This is an optimization exercise on Yosys and OpenROAD, whose aim is small area and a short achievable clock period, not a production implementation.
In this exercise RTL edits were held to simulation tests only and were not proved equivalent to the original.
The clock port is modelled as an ideal driver; clocking choices that lean on that would not hold on a real chip.
No activity file was given, so power comes from the tool's default toggle rates.

## flow/design.v (module list and top-level ports; edited modules follow where they fit)
// module alu_top: 26 lines
// module ALU: 1450 lines
module alu_top (clk, A, B, sel, Cin, Y, Zero);
  // ...
==> flow/run.sh <==
#!/bin/bash
# synth_recipe.tcl (not shown) runs the flow's synth.tcl, then flattens the netlist and writes it again
# the make line also repeats each setting of config.mk as NAME=value (left out here)
make -C /OpenROAD-flow-scripts/flow DESIGN_CONFIG=/design/flow/config.mk WORK_HOME=/design/flow/orfs CLKGATE_MAP_FILE= SYNTH_SCRIPT=/design/flow/synth_recipe.tcl finish
==> flow/config.mk <==
export PLATFORM = sky130hd
export DESIGN_NAME = alu_top
export DESIGN_NICKNAME = alu_top
export VERILOG_FILES = /design/flow/design.v
export SDC_FILE = /design/flow/constraint.sdc
export NUM_CORES = 4
export LEC_CHECK = 0
export CAP_MARGIN = 20
export CORE_MARGIN = 2
export CORE_UTILIZATION = 30
export PLACE_DENSITY = 0.5
export SETUP_SLACK_MARGIN = 2.5
export SLEW_MARGIN = 20
==> flow/constraint.sdc <==
create_clock -name core_clock -period 7.0 [get_ports {clk}]
set_input_delay 1.4000 -clock core_clock [delete_from_list [all_inputs] [get_ports {clk}]]
set_output_delay 1.4000 -clock core_clock [all_outputs]
set_load 0.01 [all_outputs]
==> results.cfg, run 1 <==
[outcome]
status = timing/DRC/antenna clean

[layout]
nFlopsAndLatches = 102
largest_class = multi-input combinational cells
top_regs = a_q x32, b_q x32, y_q x32
multi_input_area_share = 0.649

[die]
row_count = 78
initial_core_util = 0.304

[placed_design]
pre_cts_ws_ns = 0.757
gp_congestion = 0.918

[flow_run]
cap_violations = 0

[timing]
layout_setup_ws_ns = 1.32

[synthesis]
yosys.area_share.simple = 0.148
synth.area.top_cells = fa_1 29%, dfxtp_1 15%, ha_1 11%
synth.distinct_cells = 71
synthXorXnorAreaFrac = 0.0942
synth_fa_ha_area_frac = 0.399
synth_area_mm2 = 0.0138
synth_ff_type = dfxtp_1
synth_top_family_by_area = adder cells

[power_and_ir_drop]
power_frac_comb = 0.869
pg_seq_uw = 705

[worst_setup_path]
path_cells = clkinvlp_4, buf_6, nor2_1, fa_1, fa_1, fa_2, fa_1, fa_1, ha_1, ha_2, nand4_1, nor2_4, nand4_1, o21ai_2, a31oi_4, nor3b_4, o21a_1, nor2_1, xor2_1, a32oi_1
cp.depth = 20
crit_start = b_q[10]$_DFF_P_
path_class = flop to flop
cp.required_ns = 7.28

[global_route]
grt_use_met1 = 0.314
grt_overflow_total = 0

[route]
viasPerCell = 5.40
routed.top_layer = met4

[worst_hold_path]
min_path_type = flop to flop
==> run 2: changes to the inputs <==
==> flow/flow/run.sh (new file) <==
#!/bin/bash
# Standard ORFS flow (the standard.sh) with three hooks:
#  - ports.tcl: port buffers with chosen cells (DONT_BUFFER_PORTS skips ORFS's own call)
#  - skew.tcl: output registers clocked from taps of a delayed clock branch (before CTS)
#  - CTS without latency balancing, so that the branch keeps its delay
# standard.sh writes the full ORFS logs under orfs/logs; its console output goes to standard.log.
set -e
F=$PWD/flow
source $F/params.sh
bash standard.sh DONT_BUFFER_PORTS=1 PRE_GLOBAL_PLACE_TCL=$F/ports.tcl PRE_CTS_TCL=$F/skew.tcl \
  "CTS_ARGS=-sink_clustering_enable -repair_clock_nets -no_insertion_delay" finish > standard.log 2>&1
==> flow/flow/params.sh (new file) <==
export FLOW_SKEW_CELLS="sky130_fd_sc_hd__clkdlybuf4s50_1 sky130_fd_sc_hd__clkdlybuf4s50_1 sky130_fd_sc_hd__clkdlybuf4s25_1"
export FLOW_SKEW_GROUPS='{^zero_q 1} {{^y_q\\?\[([0-9]|1[01])\\?\]} 2} {^y_q 3}'
export FLOW_INBUF=sky130_fd_sc_hd__buf_1
export FLOW_OUTBUF=sky130_fd_sc_hd__buf_4
==> flow/flow/ports.tcl (new file) <==
# Buffer every input and output port, as the standard flow does, with smaller cells.
buffer_ports -inputs -buffer_cell $::env(FLOW_INBUF)
buffer_ports -outputs -buffer_cell $::env(FLOW_OUTBUF)
==> flow/flow/skew.tcl (new file) <==
proc my_insert_skew {cells groups} {
  set block [ord::get_db_block]
  set clknet [$block findNet clk]
  set members [dict create]
  foreach inst [$block getInsts] {
    set n [$inst getName]
    foreach g $groups {
      lassign $g re tap
      if {[regexp $re $n]} {
        if {$tap > 0} { dict lappend members $tap $inst }
        break
      }
    }
  }
  # place the chain at the centroid of all moved registers
  set sx 0; set sy 0; set cnt 0
  dict for {tap insts} $members {
    foreach inst $insts {
      set loc [$inst getLocation]
      set sx [expr {$sx + [lindex $loc 0]}]; set sy [expr {$sy + [lindex $loc 1]}]; incr cnt
    }
  }
  set cx [expr {int($sx / $cnt)}]; set cy [expr {int($sy / $cnt)}]
  set taps [list $clknet]
  set prev $clknet
  set i 0
  foreach dlycell $cells {
    set master [[ord::get_db] findMaster $dlycell]
    set inst [odb::dbInst_create $block $master "skewdly_$i"]
    $inst setLocation $cx $cy
    $inst setPlacementStatus PLACED
    set out [odb::dbNet_create $block "clk_skew_$i"]
    $out setSigType CLOCK
    [$inst findITerm A] connect $prev
    [$inst findITerm X] connect $out
    set prev $out
    lappend taps $out
    incr i
  }
  dict for {tap insts} $members {
    set net [lindex $taps $tap]
    foreach inst $insts {
      set it [$inst findITerm CLK]
      $it disconnect
      $it connect $net
    }
    puts "my_insert_skew: [llength $insts] registers on tap $tap ([$net getName])"
  }
}
my_insert_skew $::env(FLOW_SKEW_CELLS) $::env(FLOW_SKEW_GROUPS)
==> flow/standard.sh (new file) <==
#!/bin/bash
# synth_recipe.tcl (not shown) runs the flow's synth.tcl, then flattens the netlist and writes it again
# the make line also repeats each setting of config.mk as NAME=value (left out here)
make -C /OpenROAD-flow-scripts/flow DESIGN_CONFIG=/design/flow/config.mk WORK_HOME=/design/flow/orfs CLKGATE_MAP_FILE= SYNTH_SCRIPT=/design/flow/synth_recipe.tcl "${@:-finish}"
--- a/flow/config.mk
+++ b/flow/config.mk
@@ -9,5 +9,5 @@
 export CORE_MARGIN = 2
 export CORE_UTILIZATION = 30
 export PLACE_DENSITY = 0.5
-export SETUP_SLACK_MARGIN = 2.5
+export SETUP_SLACK_MARGIN = 3.5
 export SLEW_MARGIN = 20
removed: flow/run.sh
==> run 2 against run 1 <==
  * Area after synthesis is the same
  * Total power shrank 19%
  * Die area is the same
  * First-iteration DRC count grew 50%
  * Sequential share of layout area shrank 0.48 points
  * Clock skew grew 2.5 ns
  * Critical endpoint is now Y[21]
  * Wire length grew 14%
  * Sequential cell count is the same
  * Fmax grew 21%
  * Now fails the layout checks on hold timing
  * Cell count grew 4.8%
  * Highest routed layer is now met5
  * Combinational power shrank 28%
  * Critical path depth shrank 20
==> results.cfg, run 2 <==
[layout]
fin_util = 0.424
fin_nets = 2250
nFillCells = 4436
final_cell_mix = 282 x dlygate4sd3_1, 221 x nor2_1, 163 x fa_1, 128 x inv_1, 104 x ha_1
fin_area_mm2 = 0.0192
final-seq-area_mm2 = 0.00215
area_growth_pct = 39.6
top_regs = a_q x32, b_q x32, y_q x32
multi_input_area_mm2 = 0.0115
mostFrequentLayoutCell = dlygate4sd3_1
drive_gt1_frac = 0.179

[global_route]
grt_pass1_wl_mm = 88.6
grtUsageTotal = 0.256
grt_overflow_total = 0
grt_pass1_vias = 13800
antenna_found_initial = 1
grt_max_degree = 34

[die]
core_mm2 = 0.0453
die_w_um = 218
row_count = 78
die_area_mm2 = 0.0476
initial_core_util = 0.304
ioPinCount = 103
die_h_um = 218

[power_and_ir_drop]
p_per_area_mw_per_mm2 = 408
vdd_ir_drop_max_uv = 493
p_leak_nw = 8.29

[worst_setup_path]
cp-start-kind = flop
cp.required_ns = 5.60
path_class = flop to output port
critPathArrivalTime_ns = 3.30
worstSetupEndpointType = output port
critPathMaxFanout = 1

[synthesis]
syn_avg_cell_area_um2 = 8.91
synth.area.top_cells = fa_1 29%, dfxtp_1 15%, ha_1 11%
synth_top_area_frac = 0.287
synthesis.instances = 1545
async_flop_share = 0
yosysSeqAreaShare = 0.148
synth_ff_type = dfxtp_1
yosysTopAreaCell = fa_1
synth.most_common_cell = nor2_1
yosys-top-cells-count = 259 x nor2_1, 197 x fa_1, 155 x inv_1
synth_fp_nets = 1936
ys_seq_elements = 102
synth_edf_count = 0
yosysWarnings = 2
synth_area_mm2 = 0.0138
synth.distinct_cells = 71

[timing]
rsz0062_at_grt = true
relSlewSlack = 0.143
finalSetupViolCount = 0
worstMarginPinSlew_ns = 1.27
finalCritPeriodShare = 0.672
hold_viol_final = 18
fin_skew_ns = 2.53
fmax_mhz = 213
setup-tns-final_ns = 0
fin_crit_ns = 4.70
hold_ws_ns = -0.356
slew_violations = 0

[outcome]
so_faults = hold timing
status = finished with violations

[placed_design]
postPlaceCellArea_mm2 = 0.0150
io_buffers = 102
gp_congestion = 0.929
hpwl_mm = 39.7

[route]
firstDrtPassIters = 6
vias = 14100
wirelength_mm = 62.7
wl_met1_mm = 24.4
postRouteAntennaNets = 0
routedWlPerCell_um = 25.4
routed.top_layer = met5
dr_wl_met2_mm = 27.7
route.detailed.drc = 0
viasPerCell = 5.70
drt_iter0_drc = 1781
wl_met3_mm = 7.08

[clock_tree]
clk-insertion-delay-late_ns = 2.91
clk_pin_slew_worst_paths_ns = 0.10
cts_tree = yes

[flow_run]
cap_violations = 0

[worst_hold_path]
min_path_type = flop to flop
run 2: cell counts after synthesis:
No cell type changed its count.
run 2: power breakdown:
group / switching [mW] / internal (mW)
clock network: 0.412 / 0.575
registers: 0.0823 / 0.668
logic: 3.45 / 2.66
total: 3.94 / 3.90
run 2: repair_timing:
action | in CTS | in global routing
resized for setup | 48 | 228
hold endpoints to repair | 32 | 33
buffers inserted | 2 | 21
setup endpoints to repair | 43 | 64
cloned | 0 | 1
hold buffers | 236 | 85
pin swaps | 0 | 9
run 2: worst paths after layout:
kind | slack [ns] | depth (start not counted) | to | from
worst min-delay path | -0.36 | 10 | y_q[12]$_DFF_P_ | b_q[5]$_DFF_P_
worst max register to register | 2.41 | 21 | y_q[27]$_DFF_P_ | a_q[0]$_DFF_P_
worst min register to register | -0.36 | 10 | y_q[12]$_DFF_P_ | b_q[5]$_DFF_P_
worst max-delay path | 2.30 | 0 | Y[21] | y_q[21]$_DFF_P_
run 2: stage by stage:
stage                     power, mW  instances  setup WS [ns]
after floorplan                4.72       1545           1.74
final                          7.84       2468           2.30
after detailed placement       6.07       2091          0.867
after global placement         6.04       2091          0.905
after global routing           8.28       2467           2.24
after CTS                      7.29       2360           2.31
run 2: metal layers:
metal	GRT usage	up-vias
li1	-	5866
met1	0.330	6984
met2	0.400	953
met3	0.0717	256
met4	0.110	2
met5	0	-
run 2: cells by family (layout without fill, tap and decap cells):
logic type / after synthesis / count (layout) / share of synthesized area
AOI/OAI and AO/OA: 278 / 278 / 0.142
xor gates and xnor gates: 148 / 148 / 0.0942
adders and majority gates: 321 / 321 / 0.399
buffers and inverters: 231 / 552 / 0.0644
DFF: 102 / 102 / 0.148
muxes: 5 / 5 / 0.00382
other: 0 / 1 / 0
and+or+nand+nor: 460 / 461 / 0.148
run 2: worst register-to-register path, cell delays in order, from the launching register on:
cell	delay (ns)
dfxtp_4	0.42
buf_6	0.15
dlygate4sd3_1	1.06
clkinv_8	0.31
nor2_4	0.20
fa_1	0.42
fa_2	0.35
fa_2	0.34
fa_1	0.46
fa_1	0.58
ha_4	0.23
ha_4	0.28
dlygate4sd3_1	0.60
and3_4	0.25
nand4_1	0.15
o21ai_4	0.24
a31oi_4	0.15
nor3b_4	0.25
o21ai_2	0.12
o21bai_1	0.18
xnor2_1	0.14
a21oi_1	0.09
run 2: cell type report, clock buffers not listed:
type,count,area share
antenna,1,0.000130
buffer,3,0.00156
clock inverter,8,0.00573
inverter,163,0.0386
multi-input combinational,1213,0.600
sequential,102,0.112
tap,600,0.0391
timing repair buffer,358,0.179
==> run 3: changes to the inputs <==
==> flow/flow/run.sh (replaced) <==
#!/bin/bash
# Standard ORFS flow (the standard.sh) with three hooks:
#  - ports.tcl: port buffers with chosen cells (DONT_BUFFER_PORTS skips ORFS's own call)
#  - skew.tcl: output registers clocked from a delayed clock branch (before CTS)
#  - CTS without latency balancing, so that the branch keeps its delay
set -e
F=$PWD/flow
export FLOW_SKEW_CELLS=${FLOW_SKEW_CELLS:-"sky130_fd_sc_hd__clkdlybuf4s50_1 sky130_fd_sc_hd__clkdlybuf4s50_1 sky130_fd_sc_hd__clkdlybuf4s25_1"}
export FLOW_INBUF=${FLOW_INBUF:-sky130_fd_sc_hd__buf_1}
export FLOW_OUTBUF=${FLOW_OUTBUF:-sky130_fd_sc_hd__buf_4}
bash standard.sh DONT_BUFFER_PORTS=1 PRE_GLOBAL_PLACE_TCL=$F/ports.tcl PRE_CTS_TCL=$F/skew.tcl \
  "CTS_ARGS=-sink_clustering_enable -repair_clock_nets -no_insertion_delay" finish > standard.log 2>&1
==> flow/flow/skew.tcl (replaced) <==
# Useful skew for the register-to-register paths: the output registers (y_q*, zero_q)
# take their clock from a delayed copy of the clock, so the ALU paths from the input
# registers get more time. Runs before CTS; CTS then builds a tree on each clock net.
proc my_insert_skew {cells} {
  set block [ord::get_db_block]
  set clknet [$block findNet clk]
  set ys {}
  set sx 0; set sy 0
  foreach inst [$block getInsts] {
    set n [$inst getName]
    if {[string match "y_q*" $n] || [string match "zero_q*" $n]} {
      lappend ys $inst
      set loc [$inst getLocation]
      set sx [expr {$sx + [lindex $loc 0]}]; set sy [expr {$sy + [lindex $loc 1]}]
    }
  }
  set cx [expr {int($sx / [llength $ys])}]; set cy [expr {int($sy / [llength $ys])}]
  set prev $clknet
  set i 0
  foreach dlycell $cells {
    set master [[ord::get_db] findMaster $dlycell]
    set inst [odb::dbInst_create $block $master "skewdly_$i"]
    $inst setLocation $cx $cy
    $inst setPlacementStatus PLACED
    set out [odb::dbNet_create $block "clk_skew_$i"]
    $out setSigType CLOCK
    [$inst findITerm A] connect $prev
    [$inst findITerm X] connect $out
    set prev $out
    incr i
  }
  foreach inst $ys {
    set it [$inst findITerm CLK]
    $it disconnect
    $it connect $prev
  }
  puts "my_insert_skew: [llength $ys] registers behind $cells at $cx $cy"
}
my_insert_skew $::env(FLOW_SKEW_CELLS)
--- a/flow/config.mk
+++ b/flow/config.mk
@@ -9,5 +9,5 @@
 export CORE_MARGIN = 2
 export CORE_UTILIZATION = 30
 export PLACE_DENSITY = 0.5
-export SETUP_SLACK_MARGIN = 3.5
+export SETUP_SLACK_MARGIN = 4.5
 export SLEW_MARGIN = 20
removed: flow/flow/params.sh
==> run 3 against run 2 <==
  * Still fails the layout checks on hold timing
  * Largest power group unchanged
  * Critical endpoint is now y_q[31]$_DFF_P_
  * Total power is 24% higher
  * Worst setup slack better by 0.86 ns
  * Cell count is 0.12% lower
==> results.cfg, run 3 <==
[outcome]
status = finished with violations
so_faults = hold timing

[worst_setup_path]
ff2ff_setup_slack_ns = 3.15
worstSetupEndpointType = flop
cp-start-kind = flop
critPathMaxFanout = 15
rr_startpoint = b_q[13]$_DFF_P_
cp.required_ns = 8.92
critPathArrivalTime_ns = 5.77
path_class = flop to flop
r2r_end = y_q[31]$_DFF_P_
worstRegToRegCells = 19

[synthesis]
yosys-top-cells-count = 259 x nor2_1, 197 x fa_1, 155 x inv_1
synth.most_common_cell = nor2_1
yosysWarnings = 2
synth_top_area_frac = 0.287
synthesis.instances = 1545
syn_avg_cell_area_um2 = 8.91
ys_seq_elements = 102
synth_fp_nets = 1936
synth.distinct_cells = 71
yosysTopAreaCell = fa_1
yosysSeqAreaShare = 0.148
synth.area.top_cells = fa_1 29%, dfxtp_1 15%, ha_1 11%
synth_area_mm2 = 0.0138
async_flop_share = 0
synth_ff_type = dfxtp_1
synth_edf_count = 0

[die]
die_w_um = 218
core_mm2 = 0.0453
ioPinCount = 103
die_area_mm2 = 0.0476
initial_core_util = 0.304
die_h_um = 218
row_count = 78

[layout]
drive_gt1_frac = 0.299
area_growth_pct = 46.8
mostFrequentLayoutCell = nor2_1
layout.cells.non_filler = 2465
top_regs = a_q x32, b_q x32, y_q x32
fin_nets = 2248
fin_util = 0.446
diodes = 0
final_cell_mix = 210 x nor2_1, 177 x dlygate4sd3_1, 152 x fa_1, 125 x buf_4, 124 x inv_1

[timing]
hold_viol_final = 4
setup-tns-final_ns = 0
finalCritPeriodShare = 0.549
fmax_mhz = 260
worstMarginPinSlew_ns = 1.32
finalSetupViolCount = 0
hold_ws_ns = -0.0479
slew_violations = 0
fin_crit_ns = 3.85
fin_skew_ns = 1.66
rsz0062_at_grt = true
relSlewSlack = 0.111

[placed_design]
dp_cells = 2091
hpwl_mm = 39.7
io_buffers = 102
gp_congestion = 0.929

[worst_hold_path]
min_to = y_q[2]$_DFF_P_
hp-start = sel_q[3]$_DFF_P_
hold_depth = 9
min_path_type = flop to flop

[global_route]
grt_overflow_total = 0
grt_max_degree = 28
grt_pass1_vias = 14000
grtUsageTotal = 0.253
grt_pass1_wl_mm = 88.5
antenna_found_initial = 1

[flow_run]
cap_violations = 0

[clock_tree]
clk_pin_slew_worst_paths_ns = 0.08
clk-insertion-delay-late_ns = 2.04
cts_tree = yes

[route]
vias = 13800
firstDrtPassIters = 10
routedWlPerCell_um = 24.6
drt_iter0_drc = 1430
viasPerCell = 5.59
wirelength_mm = 60.6
route.detailed.drc = 0
postRouteAntennaNets = 0

[power_and_ir_drop]
vdd_ir_drop_max_uv = 808
p_per_area_mw_per_mm2 = 480
power.total_mw = 9.71
p_leak_nw = 8.64
-- run 3: worst max-delay path by stage --
stage                          startpoint              end  slack, ns  cells after the start
final                     b_q[13]$_DFF_P_  y_q[31]$_DFF_P_       3.15                     19
after global routing       a_q[4]$_DFF_P_  y_q[27]$_DFF_P_       2.92                     21
after CTS                  a_q[4]$_DFF_P_  y_q[25]$_DFF_P_       3.13                     20
after detailed placement   a_q[1]$_DFF_P_  y_q[31]$_DFF_P_       0.87                     21
after global placement     a_q[1]$_DFF_P_  y_q[27]$_DFF_P_       0.91                     21
after floorplan            b_q[5]$_DFF_P_  y_q[31]$_DFF_P_       1.74                     23
-- run 3: what timing repair did --
item                                    4_1_cts  5_1_grt
endpoints found under the hold margin        33       29
gates cloned                                  3        0
endpoints found under the setup margin       65       66
resized for setup                           246      161
pin swaps                                    82      115
setup buffers                                93       58
hold buffers                                156       37
-- run 3: metal layers --
layer,vias to the layer above,routed length (µm),global-route usage
met5,-,11,0
met3,226,6270,0.0686
met1,6839,23900,0.327
met2,845,27600,0.402
met4,2,2810,0.100
li1,5858,-,-
-- run 3: through the flow --
step	cell area [µm²]	setup WS [ns]	hold slack [ns]
floorplan	14700	1.74	0.509
global placement	15000	0.905	0.659
detailed placement	15000	0.867	0.653
CTS	18700	3.13	-0.327
global route	20200	2.92	0.0245
finish	20200	3.15	-0.0479
-- run 3: cells by family (layout without fill, tap and decap cells) --
group,count (synthesis),count (layout),share of synthesized area
AO/OA/AOI/OAI,278,278,0.142
flip-flops,102,102,0.148
multiplexers,5,5,0.00382
buffers and inverters,231,548,0.0644
XOR/XNOR,148,148,0.0942
adder cells (fa/ha/maj),321,321,0.399
AND/OR/NAND/NOR,460,463,0.148
-- run 3: power breakdown --
group	internal, mW	switching [mW]	total, mW	leakage, nW
clock	0.438	0.345	0.783	0.231
sequential	0.664	0.0886	0.753	0.878
combinational	3.94	4.23	8.17	7.54
-- run 3: layout make-up, clock buffers not listed --
cell class / instances / area (µm²)
clock inverter: 9 / 90.1
timing repair buffer: 358 / 3450
inverter: 163 / 841
buffer: 3 / 30.0
fill: 4273 / 25100
multi-input combinational: 1215 / 12500
tap: 600 / 751
sequential: 102 / 2210
-- run 3: worst max-delay path: stages (launching register included) --
cell and delay (ns):
dfxtp_4 0.40, inv_6 0.19, nor2_2 0.07, fa_1 0.55, fa_2 0.48, fa_2 0.41
fa_2 0.55, fa_2 0.44, fa_1 0.57, ha_4 0.23, nor3_2 0.18, nor2_1 0.07
a32oi_1 0.20, o21ai_2 0.13, a31oi_4 0.20, nor3b_4 0.08, o21ai_2 0.23, o21ai_1 0.11
a211oi_1 0.23, a21oi_1 0.06
==> run 4: changes to the inputs <==
--- a/flow/flow/run.sh
+++ b/flow/flow/run.sh
@@ -8,5 +8,5 @@
 export FLOW_SKEW_CELLS=${FLOW_SKEW_CELLS:-"sky130_fd_sc_hd__clkdlybuf4s50_1 sky130_fd_sc_hd__clkdlybuf4s50_1 sky130_fd_sc_hd__clkdlybuf4s25_1"}
 export FLOW_INBUF=${FLOW_INBUF:-sky130_fd_sc_hd__buf_1}
 export FLOW_OUTBUF=${FLOW_OUTBUF:-sky130_fd_sc_hd__buf_4}
-bash standard.sh DONT_BUFFER_PORTS=1 PRE_GLOBAL_PLACE_TCL=$F/ports.tcl PRE_CTS_TCL=$F/skew.tcl \
+bash standard.sh RECOVER_POWER=100 DONT_BUFFER_PORTS=1 PRE_GLOBAL_PLACE_TCL=$F/ports.tcl PRE_CTS_TCL=$F/skew.tcl \
   "CTS_ARGS=-sink_clustering_enable -repair_clock_nets -no_insertion_delay" finish > standard.log 2>&1
--- a/flow/config.mk
+++ b/flow/config.mk
@@ -9,5 +9,5 @@
 export CORE_MARGIN = 2
 export CORE_UTILIZATION = 30
 export PLACE_DENSITY = 0.5
-export SETUP_SLACK_MARGIN = 4.5
+export SETUP_SLACK_MARGIN = 3.0
 export SLEW_MARGIN = 20
==> run 4 against run 3 <==
  * Still fails the layout checks on hold timing
  * Global-route usage shrank 1.5 points
  * Via count shrank 6.5%
  * Area after synthesis is the same
  * Critical path depth shrank 3
==> results.cfg, run 4 <==
[outcome]
status = finished with violations
so_faults = hold timing

[flow_run]
cap_violations = 0

[worst_setup_path]
rr_startpoint = sel_q[0]$_DFF_P_
worstSetupEndpointType = flop
cp-start-kind = flop
critPathArrivalTime_ns = 7.03
r2r_end = y_q[30]$_DFF_P_
critPathMaxFanout = 23
path_class = flop to flop
crit_start = sel_q[0]$_DFF_P_
cp.required_ns = 8.94
ff2ff_setup_slack_ns = 1.92
worstRegToRegCells = 16

[timing]
finalSetupViolCount = 0
setup-tns-final_ns = 0
fin_crit_ns = 5.08
fin_skew_ns = 1.67
relSlewSlack = 0.0615
hold_ws_ns = -0.0419
rsz0062_at_grt = true
worstMarginPinSlew_ns = 1.40
slew_violations = 0
hold_viol_final = 2
finalCritPeriodShare = 0.726
fmax_mhz = 197

[power_and_ir_drop]
p_leak_nw = 7.63
vdd_ir_drop_max_uv = 547
p_per_area_mw_per_mm2 = 432

[placed_design]
hpwl_mm = 40.5
gp_congestion = 0.924
io_buffers = 102
postPlaceCellArea_mm2 = 0.0148

[worst_hold_path]
min_to = y_q[31]$_DFF_P_
hp-start = b_q[12]$_DFF_P_
hold_depth = 9
min_path_type = flop to flop

[synthesis]
synth_ff_type = dfxtp_1
synth.area.top_cells = fa_1 29%, dfxtp_1 15%, ha_1 11%
synth_area_mm2 = 0.0138
yosys-top-cells-count = 259 x nor2_1, 197 x fa_1, 155 x inv_1
ys_seq_elements = 102
synth_edf_count = 0
yosysWarnings = 2
yosysSeqAreaShare = 0.148
synth_fp_nets = 1936
synth_top_area_frac = 0.287
syn_avg_cell_area_um2 = 8.91
synthesis.instances = 1545
synth.distinct_cells = 71
yosysTopAreaCell = fa_1
async_flop_share = 0
synth.most_common_cell = nor2_1

[layout]
area_growth_pct = 28.3
top_regs = a_q x32, b_q x32, y_q x32
multi_input_area_mm2 = 0.0113
final-seq-area_mm2 = 0.00211
final_cell_mix = 224 x nor2_1, 169 x dlygate4sd3_1, 168 x fa_1, 130 x inv_1, 109 x ha_1
drive_gt1_frac = 0.147
nFillCells = 4598
fin_nets = 2115
fin_area_mm2 = 0.0177
mostFrequentLayoutCell = nor2_1

[die]
ioPinCount = 103
initial_core_util = 0.304
core_mm2 = 0.0453
die_w_um = 218
die_h_um = 218
die_area_mm2 = 0.0476
row_count = 78

[global_route]
grt_pass1_vias = 13400
antenna_found_initial = 5
grtUsageTotal = 0.238
grt_max_degree = 34
grt_overflow_total = 0
grt_pass1_wl_mm = 83.5

[clock_tree]
clk_pin_slew_worst_paths_ns = 0.08
clk-insertion-delay-late_ns = 2.05
cts_tree = yes

[route]
route.detailed.drc = 0
viasPerCell = 5.51
postRouteAntennaNets = 0
firstDrtPassIters = 6
vias = 12900
drt_iter0_drc = 1426
routedWlPerCell_um = 23.8
wirelength_mm = 55.5
[run 4: cell counts after synthesis]
Identical to the previous run, type by type.
[run 4: worst max-delay path: stages, from the launching register on]
cell and delay [ns]:
dfxtp_1 0.30, dlygate4sd3_1 0.53, buf_4 0.26, nand3b_1 0.17, nand2_1 0.82, xnor2_1 0.51, ha_1 0.38, a21o_1 0.23
a21o_1 0.18, a221oi_1 0.48, o21ai_0 0.44, nor3_1 0.85, o21ai_0 0.40, a31o_4 0.37, a21oi_1 0.26, mux2i_1 0.15
a211o_1 0.28
[run 4: where the power goes]
| group | switching [mW] | internal (mW) | leakage, nW | total [mW] |
|---|---|---|---|---|
| registers | 0.0838 | 0.652 | 0.862 | 0.736 |
| logic | 3.45 | 2.66 | 6.54 | 6.11 |
| clock network | 0.345 | 0.438 | 0.229 | 0.782 |
[run 4: metal layers]
| metal | part of all wire | vias to the layer above | track usage |
|---|---|---|---|
| li1 | - | 5575 | - |
| met1 | 0.42 | 6459 | 0.313 |
| met2 | 0.46 | 699 | 0.375 |
| met3 | 0.088 | 131 | 0.0612 |
| met4 | 0.031 | 6 | 0.0855 |
| met5 | 0.00074 | - | 0 |
[run 4: cells by family after synthesis]
group,synth area share
xor+xnor,0.0942
fa+ha+maj,0.399
compound gates,0.142
buf+inv,0.0644
simple gates,0.148
flops,0.148
mux,0.00382
[run 4: worst max-delay path by stage]
| stage | to | slack [ns] | cells after the start |
|---|---|---|---|
| after detailed placement | y_q[31]$_DFF_P_ | 0.93 | 22 |
| after CTS | y_q[27]$_DFF_P_ | 3.00 | 20 |
| after global routing | y_q[5]$_DFF_P_ | 1.64 | 17 |
| final | y_q[30]$_DFF_P_ | 1.92 | 16 |
| after floorplan | y_q[31]$_DFF_P_ | 1.74 | 23 |
| after global placement | y_q[25]$_DFF_P_ | 0.96 | 21 |
[run 4: area by class of cell, clock buffers not listed]
type / instances / area share
clock inverters: 9 / 0.00496
inverters: 163 / 0.0444
well taps: 600 / 0.0425
repair buffers: 228 / 0.125
plain buffers: 3 / 0.00170
flip-flops and latches: 102 / 0.120
diodes: 2 / 0.000283
multi-input cells: 1212 / 0.642
[run 4: per-stage QoR]
stage,std cells,power [mW],setup WS (ns),util
after global routing,2333,8.15,1.64,0.390
final,2334,7.63,1.92,0.390
after CTS,2310,7.24,3.00,0.384
after detailed placement,2095,6.08,0.932,0.328
after global placement,2095,6.09,0.956,0.328
after floorplan,1545,4.63,1.74,-
[run 4: repair_timing]
item,in CTS,in global routing
endpoints found under the setup margin,14,23
endpoints found under the hold margin,33,1
buffers inserted,19,20
hold buffers,169,1
pin swaps,7,20
gates resized for setup,63,37
==> run 5: changes to the inputs <==
==> flow/flow/run.sh (replaced) <==
#!/bin/bash
# Standard ORFS flow (the standard.sh) with three hooks:
#  - ports.tcl: port buffers with chosen cells (DONT_BUFFER_PORTS skips ORFS's own call)
#  - skew.tcl: output registers clocked from a delayed clock branch (before CTS)
#  - CTS without latency balancing, so that the branch keeps its delay
set -e
F=$PWD/flow
export FLOW_SKEW_NDLY=${FLOW_SKEW_NDLY:-2}
export FLOW_SKEW_CELL=${FLOW_SKEW_CELL:-sky130_fd_sc_hd__clkdlybuf4s50_1}
export FLOW_INBUF=${FLOW_INBUF:-sky130_fd_sc_hd__buf_1}
export FLOW_OUTBUF=${FLOW_OUTBUF:-sky130_fd_sc_hd__buf_4}
bash standard.sh DONT_BUFFER_PORTS=1 PRE_GLOBAL_PLACE_TCL=$F/ports.tcl PRE_CTS_TCL=$F/skew.tcl \
  "CTS_ARGS=-sink_clustering_enable -repair_clock_nets -no_insertion_delay" finish > standard.log 2>&1
==> flow/flow/skew.tcl (replaced) <==
# Useful skew for the register-to-register paths: the output registers (y_q*, zero_q)
# take their clock from a delayed copy of the clock, so the ALU paths from the input
# registers get more time. Runs before CTS; CTS then builds a tree on each clock net.
proc my_insert_skew {ndly dlycell} {
  set block [ord::get_db_block]
  set clknet [$block findNet clk]
  set ys {}
  set sx 0; set sy 0
  foreach inst [$block getInsts] {
    set n [$inst getName]
    if {[string match "y_q*" $n] || [string match "zero_q*" $n]} {
      lappend ys $inst
      set loc [$inst getLocation]
      set sx [expr {$sx + [lindex $loc 0]}]; set sy [expr {$sy + [lindex $loc 1]}]
    }
  }
  set cx [expr {int($sx / [llength $ys])}]; set cy [expr {int($sy / [llength $ys])}]
  set master [[ord::get_db] findMaster $dlycell]
  set prev $clknet
  for {set i 0} {$i < $ndly} {incr i} {
    set inst [odb::dbInst_create $block $master "skewdly_$i"]
    $inst setLocation $cx $cy
    $inst setPlacementStatus PLACED
    set out [odb::dbNet_create $block "clk_skew_$i"]
    $out setSigType CLOCK
    [$inst findITerm A] connect $prev
    [$inst findITerm X] connect $out
    set prev $out
  }
  foreach inst $ys {
    set it [$inst findITerm CLK]
    $it disconnect
    $it connect $prev
  }
  puts "my_insert_skew: [llength $ys] registers behind $ndly x $dlycell at $cx $cy"
}
my_insert_skew $::env(FLOW_SKEW_NDLY) $::env(FLOW_SKEW_CELL)
--- a/flow/config.mk
+++ b/flow/config.mk
@@ -9,5 +9,5 @@
 export CORE_MARGIN = 2
 export CORE_UTILIZATION = 30
 export PLACE_DENSITY = 0.5
-export SETUP_SLACK_MARGIN = 3.0
+export SETUP_SLACK_MARGIN = 3.5
 export SLEW_MARGIN = 20
==> run 5 against run 4 <==
  * Clock skew decreased by 0.29 ns
  * Cell count decreased by 1.1%
  * Sequential power increased by 3.5%
  * Combinational power increased by 14%
  * The run now finishes clean
  * Die area unchanged
  * Register-to-register slack improved by 0.97 ns
  * Total power increased by 12%
  * Area after synthesis unchanged
  * Sequential share of layout area increased by 0.30 points
  * First-iteration DRC count decreased by 9.3%
  * Global-route usage increased by 0.54 points
==> results.cfg, run 5 <==
[outcome]
status = timing/DRC/antenna clean

[synthesis]
ys_seq_elements = 102
synth_top_area_frac = 0.287
yosysWarnings = 2
synth_area_mm2 = 0.0138
synth.most_common_cell = nor2_1
synthXorXnorAreaFrac = 0.0942
async_flop_share = 0
synth_fa_ha_area_frac = 0.399
synth.distinct_cells = 71
synth_edf_count = 0
yosysSeqAreaShare = 0.148
muxShareOfSynthArea = 0.00382
yosys-top-cells-count = 259 x nor2_1, 197 x fa_1, 155 x inv_1
synth_top_family_by_area = adder cells
yosysTopAreaCell = fa_1
synthesis.instances = 1545
synth_compound_area_frac = 0.142
synth_ff_type = dfxtp_1
yosys.area_share.simple = 0.148
synth.area.top_cells = fa_1 29%, dfxtp_1 15%, ha_1 11%
syn_avg_cell_area_um2 = 8.91
synth_fp_nets = 1936

[global_route]
antenna_found_initial = 1
grtUsageTotal = 0.243
grt_pass1_vias = 13300
grt_overflow_total = 0
grt_pass1_wl_mm = 84.7
grt_max_degree = 34

[worst_setup_path]
worstSetupEndpointType = flop
cp.required_ns = 8.65
critPathMaxFanout = 16
path_class = flop to flop
cp-start-kind = flop
critPathArrivalTime_ns = 5.76

[power_and_ir_drop]
p_leak_nw = 7.66
p_per_area_mw_per_mm2 = 473
power.total_mw = 8.51
vdd_ir_drop_max_uv = 572

[timing]
fmax_mhz = 243
fin_skew_ns = 1.39
hold_viol_final = 0
setup-tns-final_ns = 0
slew_violations = 0
relSlewSlack = 0.231
worstMarginPinSlew_ns = 1.14
rsz0062_at_grt = true
layout_setup_ws_ns = 2.89
hold_ws_ns = 0.0318
finalCritPeriodShare = 0.588
fin_crit_ns = 4.11
finalSetupViolCount = 0

[layout]
final_cell_mix = 215 x nor2_1, 158 x fa_1, 129 x inv_1, 116 x dlygate4sd3_1, 99 x ha_1
drive_gt1_frac = 0.233
fin_util = 0.397
mostFrequentLayoutCell = nor2_1
fin_nets = 2091
diodes = 0
area_growth_pct = 30.7
nFillCells = 4540
final-seq-area_mm2 = 0.00220
top_regs = a_q x32, b_q x32, y_q x32
multi_input_area_mm2 = 0.0118

[clock_tree]
clk_pin_slew_worst_paths_ns = 0.07
cts_tree = yes
clk-insertion-delay-late_ns = 1.77

[placed_design]
pre_cts_ws_ns = 0.867
hpwl_mm = 39.7
gp_congestion = 0.929
io_buffers = 102

[flow_run]
cap_violations = 0

[worst_hold_path]
min_path_type = flop to flop

[route]
route.detailed.drc = 0
postRouteAntennaNets = 0
viasPerCell = 5.57
drt_iter0_drc = 1293
wirelength_mm = 56.5
firstDrtPassIters = 8
routedWlPerCell_um = 24.5
vias = 12900

[die]
die_w_um = 218
die_area_mm2 = 0.0476
die_h_um = 218
ioPinCount = 103
row_count = 78
core_mm2 = 0.0453
initial_core_util = 0.304
## run 5: cell counts after synthesis
Identical to the previous run, type by type.
## run 5: area by class of cell, clock buffers not listed
cell class,instances,area share
inverter,163,0.0458
buffer,2,0.00111
multi-input combinational,1213,0.657
sequential,102,0.123
tap,600,0.0417
clock inverter,9,0.00501
timing repair buffer,204,0.107
## run 5: final timing paths
kind,start,endpoint,slack (ns),depth (start not counted)
max,a_q[7]$_DFF_P_,y_q[25]$_DFF_P_,2.89,22
max reg2reg,a_q[7]$_DFF_P_,y_q[25]$_DFF_P_,2.89,22
min reg2reg,a_q[16]$_DFF_P_,y_q[15]$_DFF_P_,0.03,3
min,a_q[16]$_DFF_P_,y_q[15]$_DFF_P_,0.03,3
## run 5: timing repair
action,4_1_cts,5_1_grt
cloned,0,1
hold endpoints to repair,33,0
hold buffers,119,0
gates resized for setup,160,70
buffers inserted,50,21
endpoints found under the setup margin,65,65
pin swaps,25,26
## run 5: critical path, cell delays in order (launching register included)
cell and delay (ns):
dfxtp_4 0.38, inv_6 0.20, nor2_2 0.07, fa_1 0.49, fa_2 0.41, fa_2 0.35, fa_2 0.34, fa_1 0.48
inv_1 0.05, fa_2 0.33, inv_2 0.06, fa_1 0.45, ha_4 0.27, nor3_2 0.18, nor2_1 0.07, a32oi_1 0.20
o21ai_2 0.14, a31oi_4 0.23, nor3b_4 0.08, o21a_1 0.18, nor2_2 0.12, xor2_2 0.22, a32oi_1 0.07
## run 5: logic make-up (layout without fill, tap and decap cells)
logic type                 after synthesis  count (layout)
AOI/OAI and AO/OA                      278             278
muxes                                    5               5
DFF                                    102             102
and+or+nand+nor                        460             461
adders and majority gates              321             321
xor gates and xnor gates               148             148
buffers and inverters                  231             393
## run 5: per-stage QoR
stage	instance area, µm²	std cells
after CTS	17500	2286
after global placement	15000	2091
after detailed placement	15000	2091
after floorplan	14700	1545
final	18000	2308
after global routing	18000	2308
## run 5: power breakdown
group	switching [mW]	leakage [nW]	internal, mW
Combinational	3.75	6.55	3.24
Clock	0.338	0.227	0.431
Sequential	0.0982	0.877	0.664
## run 5: layer usage
layer,vias to the layer above,global-route usage,share of wire
met5,-,0,0.00019
met3,146,0.0639,0.092
met2,632,0.385,0.46
met1,6534,0.317,0.41
met4,2,0.0921,0.038
li1,5536,-,-

static timing again, ports no longer ideal:
The flow's constraints put no driver on any port. The routed layouts listed below were extracted and timed again, unchanged, in two steps. Step 1 sets driving cells, clkbuf_16 on the clock port and buf_2 on the other inputs (assumed; they add their load-dependent delay and slew). Step 2, shift: input delay + t, output delay - t, t = (earliest + latest rising clock arrival at the registers) / 2. This alone moves slack from input paths to output paths. Slacks: ideal / step 1 / step 2; pairs: ideal / step 1.
run	t (ns)	setup WS [ns]	hold slack, ns	worst setup path at the end	latest minus earliest clock arrival (ns)	pins driven straight from the clock port
run 1	0.452	1.322 / 1.322 / 1.322	0.636 / 0.636 / 0.636	register to register	0.016 / 0.016	1
run 2	1.692	2.298 / 2.250 / 2.406	-0.356 / -0.356 / -0.356	register to register	2.527 / 2.527	1
run 3	1.260	3.154 / 3.130 / 3.154	-0.048 / -0.048 / -0.048	register to register	1.657 / 1.658	1
run 4	1.263	1.916 / 1.916 / 1.916	-0.042 / -0.042 / -0.042	register to register	1.671 / 1.672	1
run 5	1.123	2.887 / 2.887 / 2.887	0.032 / 0.032 / 0.032	register to register	1.386 / 1.386	1
Clock arrivals are far apart in run 2, run 3, run 4 and run 5, so t is only a midpoint there and step 2 fits no single register.
